Source: an optimization exercise on an open RTL-to-GDS flow (aim: small area, a short achievable clock period and few clock cycles). Production flows keep margins and buffers that such runs may drop.
Function was checked by simulation only, so behaviour that the tests miss may differ from the original.
Power is estimated from default activity; no workload was simulated.

==> job 1916 <==
==> flow/design.v <==
module CHIP #(
    parameter BIT_W = 32
)(
        input               i_clk,
        input               i_rst_n,
        input  [BIT_W-1:0]  i_IMEM_data,
        output [BIT_W-1:0]  o_IMEM_addr,
        output              o_IMEM_cen,
        input               i_DMEM_stall,
        input  [BIT_W-1:0]  i_DMEM_rdata,
        output              o_DMEM_cen,
        output              o_DMEM_wen,
        output [BIT_W-1:0]  o_DMEM_addr,
        output [BIT_W-1:0]  o_DMEM_wdata,
        output              o_finish,
        input               i_cache_finish,
        output              o_proc_finish
);
    integer i;
    reg  [31:0] pc_f;
    reg  [31:0] ir_x;
    reg  [31:0] pc_x;
    reg         v_x;
    reg  [31:1] sel1_x, sel2_x;   
    reg  [31:0] m_res;            
    reg  [4:0]  m_rd;
    reg         m_we;             
    reg         m_ecall;
    reg  [31:0] mq_addr, mq_wdata;
    reg  [4:0]  mq_rd;
    reg         mq_load, mq_store;
    reg         mem_busy;         
    reg         lp_v;             
    reg  [4:0]  lp_rd;
    reg         lb_v;             
    reg  [4:0]  lb_rd;
    reg  [31:0] lb_data;
    reg  [31:0] mul_a, mul_b, mul_acc;
    reg         mul_busy;         
    reg         mul_done;         
    reg         mul_dead;         
    reg  [4:0]  mul_rd;
    reg  [31:0] rf [1:31];        
    reg  [31:1] rf_v;             
    wire mq_v     = mq_load | mq_store;
    wire mq_go    = mq_v & ~(mq_load & lb_v & m_we);
    wire mq_start = mq_go & ~mem_busy;
    wire ld_cap   = ~i_DMEM_stall & ((mq_load & mq_start) | lp_v);
    wire [4:0] cap_rd = lp_v ? lp_rd : mq_rd;
    assign o_DMEM_cen    = mq_go;
    assign o_DMEM_wen    = mq_store;
    assign o_DMEM_addr   = mq_addr;
    assign o_DMEM_wdata  = mq_wdata;
    assign o_finish      = m_ecall;
    assign o_proc_finish = m_ecall;
    assign o_IMEM_cen    = ~m_ecall;
    assign o_IMEM_addr   = pc_f;
    wire        lb_wr  = ~m_we & lb_v;
    wire        mul_wr = ~m_we & ~lb_v & mul_done;
    wire        rf_we  = m_we | lb_v | mul_done;
    wire [4:0]  rf_wa  = m_we ? m_rd  : lb_v ? lb_rd   : mul_rd;
    wire [31:0] rf_wd  = m_we ? m_res : lb_v ? lb_data : mul_acc;
    wire [6:0] opc = ir_x[6:0];
    wire [2:0] f3  = ir_x[14:12];
    wire [4:0] rs1 = ir_x[19:15];
    wire [4:0] rs2 = ir_x[24:20];
    wire [4:0] rd  = ir_x[11:7];
    wire op_auipc = opc == 7'b0010111;
    wire op_jal   = opc == 7'b1101111;
    wire op_jalr  = opc == 7'b1100111;
    wire op_br    = opc == 7'b1100011;
    wire op_ld    = opc == 7'b0000011;
    wire op_st    = opc == 7'b0100011;
    wire op_imm   = opc == 7'b0010011;
    wire op_op    = opc == 7'b0110011;
    wire op_ecall = opc == 7'b1110011;
    wire is_sub  = op_op & ir_x[30];
    wire is_mul  = op_op & ~ir_x[30] & ir_x[25];
    wire use_rs1 = op_jalr | op_br | op_ld | op_st | op_imm | op_op;
    wire use_rs2 = op_br | op_st | op_op;
    wire wr_rd   = (op_auipc | op_jal | op_jalr | op_ld | op_imm | op_op) & (rd != 5'd0);
    reg [31:0] rd1, rd2;
    reg        v1, v2;
    always @(*) begin
        rd1 = 32'd0;
        rd2 = 32'd0;
        v1  = 1'b0;
        v2  = 1'b0;
        for (i = 1; i < 32; i = i + 1) begin
            rd1 = rd1 | ({32{sel1_x[i]}} & rf[i]);
            rd2 = rd2 | ({32{sel2_x[i]}} & rf[i]);
            v1  = v1  | (sel1_x[i] & rf_v[i]);
            v2  = v2  | (sel2_x[i] & rf_v[i]);
        end
    end
    wire [31:0] init1 = ({32{sel1_x[2]}} & 32'hbffffff0) | ({32{sel1_x[3]}} & 32'h10008000);
    wire [31:0] init2 = ({32{sel2_x[2]}} & 32'hbffffff0) | ({32{sel2_x[3]}} & 32'h10008000);
    wire fm1 = m_we & (m_rd == rs1);
    wire fm2 = m_we & (m_rd == rs2);
    wire fu1 = mul_done & (mul_rd == rs1);
    wire fu2 = mul_done & (mul_rd == rs2);
    wire fl1 = lb_v & (lb_rd == rs1);
    wire fl2 = lb_v & (lb_rd == rs2);
    wire [31:0] rs1v = fm1 ? m_res : fu1 ? mul_acc : fl1 ? lb_data : v1 ? rd1 : init1;
    wire [31:0] rs2v = fm2 ? m_res : fu2 ? mul_acc : fl2 ? lb_data : v2 ? rd2 : init2;
    wire ld_m = mq_load & (mq_rd != 5'd0);
    wire x_mem = op_ld | op_st;
    wire mu_b = mul_busy & ~mul_dead;
    wire mu_p = mu_b | mul_done;
    wire haz = (ld_m & ((use_rs1 & (mq_rd == rs1)) | (use_rs2 & (mq_rd == rs2)) | (wr_rd & (mq_rd == rd)))) |
               (x_mem & mq_v & ~mq_start) | (op_ecall & mq_v) |
               (lp_v & ((use_rs1 & (lp_rd == rs1)) | (use_rs2 & (lp_rd == rs2)) | (wr_rd & (lp_rd == rd)))) |
               (mu_b & ((use_rs1 & (mul_rd == rs1)) | (use_rs2 & (mul_rd == rs2)))) |
               (mu_p & is_mul);
    wire [31:0] imm_i  = {{20{ir_x[31]}}, ir_x[31:20]};
    wire [31:0] imm_iz = {20'd0, ir_x[31:20]};
    wire [31:0] imm_sz = {20'd0, ir_x[31:25], ir_x[11:7]};
    wire [31:0] imm_b  = {{19{ir_x[31]}}, ir_x[31], ir_x[7], ir_x[30:25], ir_x[11:8], 1'b0};
    wire [31:0] imm_j  = {{11{ir_x[31]}}, ir_x[31], ir_x[19:12], ir_x[20], ir_x[30:21], 1'b0};
    wire [31:0] imm_u  = {ir_x[31:12], 12'd0};
    wire is_slt = op_imm & (f3 == 3'b010);
    wire do_sub = is_sub | is_slt;
    wire [31:0] opb_raw = (op_op | op_br) ? rs2v :
                          op_st           ? imm_sz :
                          op_imm          ? imm_i  : imm_iz;
    wire [31:0] opb = opb_raw ^ {32{do_sub}};
    wire [31:0] sum = rs1v + opb + {31'd0, do_sub};
    wire slt = (rs1v[31] ^ opb_raw[31]) ? rs1v[31] : sum[31];
    wire eq  = rs1v == rs2v;
    wire lt  = $signed(rs1v) < $signed(rs2v);
    wire [31:0] pc_imm = pc_x + (op_br ? imm_b : op_jal ? imm_j : imm_u);
    wire [31:0] pc_4   = pc_x + 32'd4;
    wire        sh_left = ~f3[2];
    reg  [31:0] sh_in, sh_out;
    always @(*) begin
        for (i = 0; i < 32; i = i + 1) sh_in[i] = sh_left ? rs1v[31-i] : rs1v[i];
    end
    wire               sh_fill = ~sh_left & rs1v[31];
    wire signed [32:0] sh_ext  = {sh_fill, sh_in};
    wire        [32:0] sh_sr   = sh_ext >>> ir_x[24:20];
    wire        [31:0] sh_r    = ir_x[31] ? {32{sh_fill}} : sh_sr[31:0];
    always @(*) begin
        for (i = 0; i < 32; i = i + 1) sh_out[i] = sh_left ? sh_r[31-i] : sh_r[i];
    end
    reg br_t;
    always @(*) begin
        case (f3)
            3'b000:  br_t = eq;
            3'b001:  br_t = ~eq;
            3'b100:  br_t = lt;
            3'b101:  br_t = ~lt;
            default: br_t = 1'b0;
        endcase
    end
    wire taken = v_x & ((op_br & br_t) | op_jal | op_jalr);
    wire [31:0] target = op_jalr ? sum : pc_imm;
    reg [31:0] res;
    always @(*) begin
        res = 32'd0;
        if (op_auipc) res = pc_imm;
        else if (op_jal | op_jalr) res = pc_4;
        else if (op_ld | op_st) res = sum;
        else if (op_imm) begin
            case (f3)
                3'b000:  res = sum;
                3'b001:  res = sh_out;
                3'b010:  res = {31'd0, slt};
                3'b101:  res = sh_out;
                default: res = 32'd0;
            endcase
        end else if (op_op) begin
            if (ir_x[30]) res = sum;
            else case (f3)
                3'b000:  res = sum;
                3'b110:  res = rs1v | rs2v;
                3'b111:  res = rs1v & rs2v;
                default: res = 32'd0;
            endcase
        end
    end
    wire [31:0] pp0 = mul_b[0] ? mul_a      : 32'd0;
    wire [31:0] pp1 = mul_b[1] ? mul_a << 1 : 32'd0;
    wire [31:0] pp2 = mul_b[2] ? mul_a << 2 : 32'd0;
    wire [31:0] pp3 = mul_b[3] ? mul_a << 3 : 32'd0;
    wire [31:0] cs1_s = pp0 ^ pp1 ^ pp2;
    wire [31:0] cs1_c = ((pp0 & pp1) | (pp0 & pp2) | (pp1 & pp2)) << 1;
    wire [31:0] cs2_s = pp3 ^ mul_acc ^ cs1_s;
    wire [31:0] cs2_c = ((pp3 & mul_acc) | (pp3 & cs1_s) | (mul_acc & cs1_s)) << 1;
    wire [31:0] cs3_s = cs2_s ^ cs2_c ^ cs1_c;
    wire [31:0] cs3_c = ((cs2_s & cs2_c) | (cs2_s & cs1_c) | (cs2_c & cs1_c)) << 1;
    wire [31:0] acc_nx = cs3_s + cs3_c;
    wire        mul_fin = (mul_b[31:4] == 28'd0) | (mul_a[27:0] == 28'd0);
    wire x_adv   = ~m_ecall & ~(v_x & haz);
    wire mul_iss = x_adv & v_x & is_mul;
    wire mul_kill = x_adv & v_x & wr_rd & mu_p & (mul_rd == rd);
    reg [31:1] sel1_n, sel2_n;
    always @(*) begin
        for (i = 1; i < 32; i = i + 1) begin
            sel1_n[i] = i_IMEM_data[19:15] == i;
            sel2_n[i] = i_IMEM_data[24:20] == i;
        end
    end
    always @(posedge i_clk or negedge i_rst_n) begin
        if (!i_rst_n) begin
            pc_f     <= 32'h00010000;
            v_x      <= 1'b0;
            m_we     <= 1'b0;
            mq_load  <= 1'b0;
            mq_store <= 1'b0;
            m_ecall  <= 1'b0;
            mem_busy <= 1'b0;
            lp_v     <= 1'b0;
            lb_v     <= 1'b0;
            mul_busy <= 1'b0;
            mul_done <= 1'b0;
            mul_dead <= 1'b0;
            rf_v     <= 31'd0;
        end else begin
            mem_busy <= mq_start ? i_DMEM_stall : (mem_busy & i_DMEM_stall);
            lp_v     <= (mq_load & mq_start & i_DMEM_stall) | (lp_v & i_DMEM_stall);
            if (x_adv & v_x & x_mem) begin
                mq_load  <= op_ld;
                mq_store <= op_st;
            end else if (mq_start) begin
                mq_load  <= 1'b0;
                mq_store <= 1'b0;
            end
            if (ld_cap) lb_v <= cap_rd != 5'd0;
            else if (~m_we | (m_rd == lb_rd)) lb_v <= 1'b0;
            if (rf_we) rf_v[rf_wa] <= 1'b1;
            if (mul_iss) begin
                mul_busy <= 1'b1;
                mul_done <= 1'b0;
                mul_dead <= 1'b0;
            end else begin
                if (mul_kill) mul_dead <= 1'b1;
                if (mul_busy) begin
                    mul_busy <= ~mul_fin;
                    mul_done <= mul_fin & ~mul_dead & ~mul_kill & (mul_rd != 5'd0);
                end else if (mul_wr | mul_kill) begin
                    mul_done <= 1'b0;
                end
            end
            if (x_adv) begin
                pc_f    <= taken ? target : pc_f + 32'd4;
                v_x     <= ~taken;
                m_we    <= v_x & wr_rd & ~op_ld & ~is_mul;
                m_ecall <= v_x & op_ecall;
            end else begin
                m_we    <= 1'b0;
            end
        end
    end
    always @(posedge i_clk) begin
        if (rf_we) rf[rf_wa] <= rf_wd;
        if (mq_load & mq_start) lp_rd <= mq_rd;
        if (ld_cap) begin
            lb_rd   <= cap_rd;
            lb_data <= i_DMEM_rdata;
        end
        if (x_adv) begin
            ir_x    <= i_IMEM_data;
            sel1_x  <= sel1_n;
            sel2_x  <= sel2_n;
            pc_x    <= pc_f;
            m_res   <= res;
            m_rd    <= rd;
        end
        if (x_adv & v_x & x_mem) begin
            mq_addr  <= sum;
            mq_wdata <= rs2v;
            mq_rd    <= rd;
        end
        if (mul_iss) begin
            mul_a   <= rs1v;
            mul_b   <= rs2v;
            mul_acc <= 32'd0;
            mul_rd  <= rd;
        end else begin
            mul_a   <= mul_a << 4;
            mul_b   <= mul_b >> 4;
            mul_acc <= acc_nx;
        end
    end
endmodule
==> flow/flow/run.sh <==
#!/bin/bash
set -euo pipefail
bash standard.sh SETUP_SLACK_MARGIN=10 finish > flow_make.log 2>&1
==> flow/standard.sh <==
#!/bin/bash
# synth_recipe.tcl (not shown) runs the flow's synth.tcl, then flattens the netlist and writes it again
# the make line also repeats each setting of config.mk as NAME=value (left out here)
make -C /OpenROAD-flow-scripts/flow DESIGN_CONFIG=/design/flow/config.mk WORK_HOME=/design/flow/orfs CLKGATE_MAP_FILE= SYNTH_SCRIPT=/design/flow/synth_recipe.tcl "${@:-finish}"
==> flow/config.mk <==
export PLATFORM = sky130hd
export DESIGN_NAME = CHIP
export DESIGN_NICKNAME = CHIP
export VERILOG_FILES = /design/flow/design.v
export SDC_FILE = /design/flow/constraint.sdc
export NUM_CORES = 4
export LEC_CHECK = 0
export CAP_MARGIN = 20
export CORE_MARGIN = 2
export CORE_UTILIZATION = 35
export CTS_CLUSTER_DIAMETER = 60
export CTS_CLUSTER_SIZE = 20
export SLEW_MARGIN = 20
==> flow/constraint.sdc <==
create_clock -name core_clock -period 16.0 [get_ports {i_clk}]
set_input_delay 3.2000 -clock core_clock [delete_from_list [all_inputs] [get_ports {i_clk}]]
set_output_delay 3.2000 -clock core_clock [all_outputs]
set_load 0.01 [all_outputs]
==> job 7418 (differences from job 1916) <==
--- a/flow/design.v
+++ b/flow/design.v
@@ -23,12 +23,10 @@
     reg         v_x;
     reg  [31:1] sel1_x, sel2_x;   
     reg  [31:0] m_res;            
+    reg  [31:0] m_wdata;
     reg  [4:0]  m_rd;
     reg         m_we;             
-    reg         m_ecall;
-    reg  [31:0] mq_addr, mq_wdata;
-    reg  [4:0]  mq_rd;
-    reg         mq_load, mq_store;
+    reg         m_load, m_store, m_ecall;
     reg         mem_busy;         
     reg         lp_v;             
     reg  [4:0]  lp_rd;
@@ -38,19 +36,18 @@
     reg  [31:0] mul_a, mul_b, mul_acc;
     reg         mul_busy;         
     reg         mul_done;         
-    reg         mul_dead;         
     reg  [4:0]  mul_rd;
     reg  [31:0] rf [1:31];        
     reg  [31:1] rf_v;             
-    wire mq_v     = mq_load | mq_store;
-    wire mq_go    = mq_v & ~(mq_load & lb_v & m_we);
-    wire mq_start = mq_go & ~mem_busy;
-    wire ld_cap   = ~i_DMEM_stall & ((mq_load & mq_start) | lp_v);
-    wire [4:0] cap_rd = lp_v ? lp_rd : mq_rd;
-    assign o_DMEM_cen    = mq_go;
-    assign o_DMEM_wen    = mq_store;
-    assign o_DMEM_addr   = mq_addr;
-    assign o_DMEM_wdata  = mq_wdata;
+    wire m_mem   = m_load | m_store;
+    wire m_start = m_mem & ~mem_busy;
+    wire m_hold  = (m_mem & mem_busy) | m_ecall;
+    wire ld_cap  = ~i_DMEM_stall & ((m_load & m_start) | lp_v);
+    wire [4:0] cap_rd = lp_v ? lp_rd : m_rd;
+    assign o_DMEM_cen    = m_mem;
+    assign o_DMEM_wen    = m_store;
+    assign o_DMEM_addr   = m_res;
+    assign o_DMEM_wdata  = m_wdata;
     assign o_finish      = m_ecall;
     assign o_proc_finish = m_ecall;
     assign o_IMEM_cen    = ~m_ecall;
@@ -103,14 +100,12 @@
     wire fl2 = lb_v & (lb_rd == rs2);
     wire [31:0] rs1v = fm1 ? m_res : fu1 ? mul_acc : fl1 ? lb_data : v1 ? rd1 : init1;
     wire [31:0] rs2v = fm2 ? m_res : fu2 ? mul_acc : fl2 ? lb_data : v2 ? rd2 : init2;
-    wire ld_m = mq_load & (mq_rd != 5'd0);
-    wire x_mem = op_ld | op_st;
-    wire mu_b = mul_busy & ~mul_dead;
-    wire mu_p = mu_b | mul_done;
-    wire haz = (ld_m & ((use_rs1 & (mq_rd == rs1)) | (use_rs2 & (mq_rd == rs2)) | (wr_rd & (mq_rd == rd)))) |
-               (x_mem & mq_v & ~mq_start) | (op_ecall & mq_v) |
+    wire ld_m = m_load & (m_rd != 5'd0);
+    wire mu_p = mul_busy | mul_done;
+    wire haz = (ld_m & ((use_rs1 & (m_rd == rs1)) | (use_rs2 & (m_rd == rs2)) | (wr_rd & (m_rd == rd)))) |
                (lp_v & ((use_rs1 & (lp_rd == rs1)) | (use_rs2 & (lp_rd == rs2)) | (wr_rd & (lp_rd == rd)))) |
-               (mu_b & ((use_rs1 & (mul_rd == rs1)) | (use_rs2 & (mul_rd == rs2)))) |
+               (mul_busy & ((use_rs1 & (mul_rd == rs1)) | (use_rs2 & (mul_rd == rs2)))) |
+               (mu_p & wr_rd & (mul_rd == rd)) |
                (mu_p & is_mul);
     wire [31:0] imm_i  = {{20{ir_x[31]}}, ir_x[31:20]};
     wire [31:0] imm_iz = {20'd0, ir_x[31:20]};
@@ -190,9 +185,8 @@
     wire [31:0] cs3_c = ((cs2_s & cs2_c) | (cs2_s & cs1_c) | (cs2_c & cs1_c)) << 1;
     wire [31:0] acc_nx = cs3_s + cs3_c;
     wire        mul_fin = (mul_b[31:4] == 28'd0) | (mul_a[27:0] == 28'd0);
-    wire x_adv   = ~m_ecall & ~(v_x & haz);
+    wire x_adv   = ~m_hold & ~(v_x & haz);
     wire mul_iss = x_adv & v_x & is_mul;
-    wire mul_kill = x_adv & v_x & wr_rd & mu_p & (mul_rd == rd);
     reg [31:1] sel1_n, sel2_n;
     always @(*) begin
         for (i = 1; i < 32; i = i + 1) begin
@@ -205,55 +199,47 @@
             pc_f     <= 32'h00010000;
             v_x      <= 1'b0;
             m_we     <= 1'b0;
-            mq_load  <= 1'b0;
-            mq_store <= 1'b0;
+            m_load   <= 1'b0;
+            m_store  <= 1'b0;
             m_ecall  <= 1'b0;
             mem_busy <= 1'b0;
             lp_v     <= 1'b0;
             lb_v     <= 1'b0;
             mul_busy <= 1'b0;
             mul_done <= 1'b0;
-            mul_dead <= 1'b0;
             rf_v     <= 31'd0;
         end else begin
-            mem_busy <= mq_start ? i_DMEM_stall : (mem_busy & i_DMEM_stall);
-            lp_v     <= (mq_load & mq_start & i_DMEM_stall) | (lp_v & i_DMEM_stall);
-            if (x_adv & v_x & x_mem) begin
-                mq_load  <= op_ld;
-                mq_store <= op_st;
-            end else if (mq_start) begin
-                mq_load  <= 1'b0;
-                mq_store <= 1'b0;
-            end
+            mem_busy <= m_start ? i_DMEM_stall : (mem_busy & i_DMEM_stall);
+            lp_v     <= (m_load & m_start & i_DMEM_stall) | (lp_v & i_DMEM_stall);
             if (ld_cap) lb_v <= cap_rd != 5'd0;
             else if (~m_we | (m_rd == lb_rd)) lb_v <= 1'b0;
             if (rf_we) rf_v[rf_wa] <= 1'b1;
             if (mul_iss) begin
                 mul_busy <= 1'b1;
                 mul_done <= 1'b0;
-                mul_dead <= 1'b0;
-            end else begin
-                if (mul_kill) mul_dead <= 1'b1;
-                if (mul_busy) begin
-                    mul_busy <= ~mul_fin;
-                    mul_done <= mul_fin & ~mul_dead & ~mul_kill & (mul_rd != 5'd0);
-                end else if (mul_wr | mul_kill) begin
-                    mul_done <= 1'b0;
-                end
+            end else if (mul_busy) begin
+                mul_busy <= ~mul_fin;
+                mul_done <= mul_fin & (mul_rd != 5'd0);
+            end else if (mul_wr) begin
+                mul_done <= 1'b0;
             end
             if (x_adv) begin
                 pc_f    <= taken ? target : pc_f + 32'd4;
                 v_x     <= ~taken;
                 m_we    <= v_x & wr_rd & ~op_ld & ~is_mul;
+                m_load  <= v_x & op_ld;
+                m_store <= v_x & op_st;
                 m_ecall <= v_x & op_ecall;
-            end else begin
+            end else if (~m_hold) begin
                 m_we    <= 1'b0;
+                m_load  <= 1'b0;
+                m_store <= 1'b0;
             end
         end
     end
     always @(posedge i_clk) begin
         if (rf_we) rf[rf_wa] <= rf_wd;
-        if (mq_load & mq_start) lp_rd <= mq_rd;
+        if (m_load & m_start) lp_rd <= m_rd;
         if (ld_cap) begin
             lb_rd   <= cap_rd;
             lb_data <= i_DMEM_rdata;
@@ -264,12 +250,8 @@
             sel2_x  <= sel2_n;
             pc_x    <= pc_f;
             m_res   <= res;
+            m_wdata <= rs2v;
             m_rd    <= rd;
-        end
-        if (x_adv & v_x & x_mem) begin
-            mq_addr  <= sum;
-            mq_wdata <= rs2v;
-            mq_rd    <= rd;
         end
         if (mul_iss) begin
             mul_a   <= rs1v;
--- a/flow/config.mk
+++ b/flow/config.mk
@@ -8,6 +8,4 @@
 export CAP_MARGIN = 20
 export CORE_MARGIN = 2
 export CORE_UTILIZATION = 35
-export CTS_CLUSTER_DIAMETER = 60
-export CTS_CLUSTER_SIZE = 20
 export SLEW_MARGIN = 20
==> comparison table <==
Synthesized-area fraction occupied by xor and xnor cells: job 1916 2.68%; job 7418 2.54%
First-pass GRT wire length: job 1916 509 mm; job 7418 507 mm
Wire length on met2: job 1916 156 mm; job 7418 155 mm
Required time reported for the critical path endpoint: job 1916 16.49 ns; job 7418 16.56 ns
Multi-input gate share of total cell area: job 1916 37.3%; job 7418 37.0%
Cell area reported after detailed placement: job 1916 81200 µm²; job 7418 79800 µm²
Clock transition at the registers of the reported paths: job 1916 0.08 ns; job 7418 0.06 ns
Cell area after layout: job 1916 90200 µm²; job 7418 91400 µm²
# resized after CTS: job 1916 466; job 7418 525
#FFs+latches synth: job 1916 1441; job 7418 1403
Power density over the cells: job 1916 236 nW/µm²; job 7418 232 nW/µm²
Internal cell power: job 1916 10.5 mW; job 7418 11.0 mW
Via count of the routed design: job 1916 67500; job 7418 67300
Inst Count DP: job 1916 9168; job 7418 9070
Arrival @ worst endpoint: job 1916 7.04 ns; job 7418 6.87 ns
Synth Area per Inst: job 1916 11.9 µm²; job 7418 11.8 µm²
Clock network share of area: job 1916 4.10%; job 7418 5.44%
Avg Vias per Cell: job 1916 7.04; job 7418 6.97
Result of the run: job 1916 finished clean; job 7418 finished clean
Clock buf count: job 1916 120; job 7418 184
Simple-gate area share of the yosys netlist: job 1916 10.3%; job 7418 10.4%
Logic pwr share: job 1916 61.3%; job 7418 58.4%
Number of multi-input combinational cells in the layout: job 1916 4321; job 7418 4276
Net switching power: job 1916 10.8 mW; job 7418 10.2 mW
Fraction of the cycle the final worst path needs: job 1916 41.0%; job 7418 39.4%
Crit Reg-Reg Endpoint: job 1916 m_res[24]; job 7418 m_res[30]
Testbench counts of job 1916, summed over its fixed seeds: cycles 115,314.
Testbench counts of job 7418, summed over its fixed seeds: cycles 119,799.

==> static timing again, ports no longer ideal <==
How much do the figures lean on ideal ports? The routed layouts below were timed once more, with nothing changed but the port constraints.
Step 1, drivers: a clkbuf_16 drives i_clk and a buf_2 each remaining input, both assumed.
Step 2 moves the port delays by t, midway between the first and last clock arrival at a register: inputs arrive t later, outputs are due t later. That takes back most of the time a late clock gives input paths.
a / b / c = ideal / step 1 / step 2; a / b = the first two.
run | t (ns) | setup slack, ns | hold WS [ns] | worst setup path after step 2
job 1916 | 0.864 | 9.445 / 9.445 / 9.445 | 0.485 / 0.485 / 0.485 | register to register
job 7418 | 0.906 | 9.695 / 9.695 / 9.695 | 0.460 / 0.460 / 0.460 | register to register
After both steps every run listed still meets setup and hold.
